Source: an optimization exercise on an open RTL-to-GDS flow (aim: small area). Production flows keep margins and buffers that such runs may drop.
The RTL was checked by simulation tests, not by an equivalence proof against the original design.

== v6 ==
## mips_single_cycle
module mips_single_cycle (rst, clk, inst_adr, inst, data_adr, data_in, data_out, mem_read, mem_write);
==> module reg_file, before the edit <==
module reg_file (wr_data, rd_reg1, rd_reg2, wr_reg, reg_write, rst, clk, rd_data1, rd_data2);
  input [31:0] wr_data;
  input [4:0] rd_reg1, rd_reg2, wr_reg;
  input reg_write, rst, clk;
  output [31:0] rd_data1, rd_data2;
  wire [30:0] s1, s2;
  wire [31:0] col [0:31];
  wire [30:0] en;
  wdec5 W (wr_reg, reg_write, rst, en);
  dec5 D1 (rd_reg1, s1);
  dec5 D2 (rd_reg2, s2);
  genvar i, b;
  generate
    for (i = 1; i < 32; i = i + 1) begin : g
      reg [31:0] q;
      always @(posedge clk)
        if (en[i-1])
          q <= wr_data;
    end
    for (b = 0; b < 32; b = b + 1) begin : c
      wire [30:0] r;
      for (i = 1; i < 32; i = i + 1) begin : w
        assign r[i-1] = g[i].q[b];
      end
      rd_bit RB1 (r, s1, rd_data1[b]);
      rd_bit RB2 (r, s2, rd_data2[b]);
    end
  endgenerate
endmodule
==> module dec5, before the edit <==
module dec5 (a, y);
  input  [4:0] a;
  output [30:0] y;
  wire [3:0] lo;
  wire [7:0] hi;
  pre2 L (a[1:0], lo);
  pre3 H (a[4:2], hi);
  genvar k;
  generate
    for (k = 1; k < 32; k = k + 1) begin : d
      and2 A (lo[k % 4], hi[k / 4], y[k-1]);
    end
  endgenerate
endmodule
==> module wdec5, before the edit <==
module wdec5 (a, we, rst, y);
  input  [4:0] a;
  input  we, rst;
  output [30:0] y;
  wire [3:0] lo;
  wire [7:0] hi;
  pre2  L (a[1:0], lo);
  pre3e H (a[4:2], we, hi);
  genvar k;
  generate
    for (k = 1; k < 32; k = k + 1) begin : d
      ao21 A (lo[k % 4], hi[k / 4], rst, y[k-1]);
    end
  endgenerate
endmodule
==> module pre3e, before the edit <==
module pre3e (a, en, y);
  input  [2:0] a;
  input  en;
  output [7:0] y;
  assign y = {7'd0, en} << a;
endmodule
==> module pre2, before the edit <==
module pre2 (a, y);
  input  [1:0] a;
  output [3:0] y;
  assign y = 4'b0001 << a;
endmodule
==> module pre3, before the edit <==
module pre3 (a, y);
  input  [2:0] a;
  output [7:0] y;
  assign y = 8'b00000001 << a;
endmodule
==> module and2, before the edit <==
module and2 (a, b, y);
  input a, b;
  output y;
  assign y = a & b;
endmodule
==> flow/config.mk <==
export PLATFORM = sky130hd
export DESIGN_NAME = mips_single_cycle
export DESIGN_NICKNAME = mips_single_cycle
export VERILOG_FILES = /design/flow/design.v
export SDC_FILE = /design/flow/constraint.sdc
export NUM_CORES = 4
export LEC_CHECK = 0
export CAP_MARGIN = 5
export CORE_MARGIN = 2
export CORE_UTILIZATION = 40
export CTS_CLUSTER_DIAMETER = 90
export CTS_CLUSTER_SIZE = 26
export SETUP_SLACK_MARGIN = 0.1
export SLEW_MARGIN = 5
export SYNTH_HIERARCHICAL = 1
==> flow/constraint.sdc <==
create_clock -name core_clock -period 11.0 [get_ports {clk}]
set_input_delay 2.2000 -clock core_clock [delete_from_list [all_inputs] [get_ports {clk}]]
set_output_delay 2.2000 -clock core_clock [all_outputs]
set_load 0.01 [all_outputs]
standard.sh (not shown) runs the stock make flow with config.mk's settings and CLKGATE_MAP_FILE= SYNTH_SCRIPT=/design/flow/synth_recipe.tcl, a recipe that flattens the netlist after the stock synthesis.
==> flow/flow/run.sh <==
#!/bin/bash
# The standard layout, except that the port buffers are the smallest
# buffer cell instead of a delay cell.
set -euo pipefail
export BUFFER_PORTS_ARGS="-buffer_cell sky130_fd_sc_hd__buf_1"
bash standard.sh > flow_make.log 2>&1
v6 closes out successfully: all stages finished, all timing, DRC and antenna checks passed.
The following lists how v7 was set up differently from v6:
diff --git a/flow/design.v b/flow/design.v
--- a/flow/design.v
+++ b/flow/design.v
@@ -215,17 +215,15 @@
   output [31:0] rd_data1, rd_data2;
   wire [30:0] s1, s2;
   wire [31:0] col [0:31];
-  wire [30:0] en;
-  wdec5 W (wr_reg, reg_write, rst, en);
-  dec5 D1 (rd_reg1, s1);
-  dec5 D2 (rd_reg2, s2);
   genvar i, b;
   generate
     for (i = 1; i < 32; i = i + 1) begin : g
       reg [31:0] q;
       always @(posedge clk)
-        if (en[i-1])
+        if (rst | (reg_write & (wr_reg == i)))
           q <= wr_data;
+      assign s1[i-1] = (rd_reg1 == i);
+      assign s2[i-1] = (rd_reg2 == i);
     end
     for (b = 0; b < 32; b = b + 1) begin : c
       wire [30:0] r;
@@ -237,56 +235,6 @@
     end
   endgenerate
 endmodule
-module dec5 (a, y);
-  input  [4:0] a;
-  output [30:0] y;
-  wire [3:0] lo;
-  wire [7:0] hi;
-  pre2 L (a[1:0], lo);
-  pre3 H (a[4:2], hi);
-  genvar k;
-  generate
-    for (k = 1; k < 32; k = k + 1) begin : d
-      and2 A (lo[k % 4], hi[k / 4], y[k-1]);
-    end
-  endgenerate
-endmodule
-module wdec5 (a, we, rst, y);
-  input  [4:0] a;
-  input  we, rst;
-  output [30:0] y;
-  wire [3:0] lo;
-  wire [7:0] hi;
-  pre2  L (a[1:0], lo);
-  pre3e H (a[4:2], we, hi);
-  genvar k;
-  generate
-    for (k = 1; k < 32; k = k + 1) begin : d
-      ao21 A (lo[k % 4], hi[k / 4], rst, y[k-1]);
-    end
-  endgenerate
-endmodule
-module pre3e (a, en, y);
-  input  [2:0] a;
-  input  en;
-  output [7:0] y;
-  assign y = {7'd0, en} << a;
-endmodule
-module pre2 (a, y);
-  input  [1:0] a;
-  output [3:0] y;
-  assign y = 4'b0001 << a;
-endmodule
-module pre3 (a, y);
-  input  [2:0] a;
-  output [7:0] y;
-  assign y = 8'b00000001 << a;
-endmodule
-module and2 (a, b, y);
-  input a, b;
-  output y;
-  assign y = a & b;
-endmodule
 module rd_bit (r, s, y);
   input [30:0] r, s;
   output y;
- Delta (v7 minus v6): relative area of clock buffers and inverters in the final design essentially unchanged; worst-case setup margin in the final layout decreased 0.35 ns.
- Diff v6 and v7: placed wire-length estimate lower in v6
- Via count of the first global-routing pass for v7 is lower than for v6.
- Between v6 and v7, the count of fill cells added during filler insertion is higher for v7.
- Between v6 and v7, the flow reports routed via count divided by cell count increasing slightly.
- v7 vs. v6: effective utilization at floorplan now sits at about the same level; wire length increased by 1.2% relative to the old numbers.

==> re-timing with driven ports <==
How much do the figures lean on ideal ports? The routed layouts below were timed once more, with nothing changed but the port constraints.
Step 1 (the two cells are an assumption about what drives the block):
set clk [get_ports {clk}]
set_driving_cell -lib_cell sky130_fd_sc_hd__clkbuf_16 $clk
set_driving_cell -lib_cell sky130_fd_sc_hd__buf_2 [delete_from_list [all_inputs] $clk]
Step 2, shift: input delay + t, output delay - t, t = (earliest + latest rising clock arrival at the registers) / 2. This alone moves slack from input paths to output paths.
Three values: ideal ports, drivers, drivers and shift; two values: the first two.
| run | t, ns | setup slack, ns | hold slack, ns | latest minus earliest clock arrival (ns) | worst slew at a driven data input, ns |
|---|---|---|---|---|---|
| v6 | 0.762 | 0.474 / 0.443 / 0.016 | 0.604 / 0.604 / 0.604 | 0.091 / 0.091 | 0.19 |
| v7 | 0.732 | 0.123 / 0.088 / 0.088 | 0.685 / 0.685 / 0.685 | 0.056 / 0.057 | 0.16 |
After both steps setup and hold are still met in every run listed. The setup slack of v6, which loses most, moves by -0.031 ns with the drivers and by -0.458 ns with both steps.
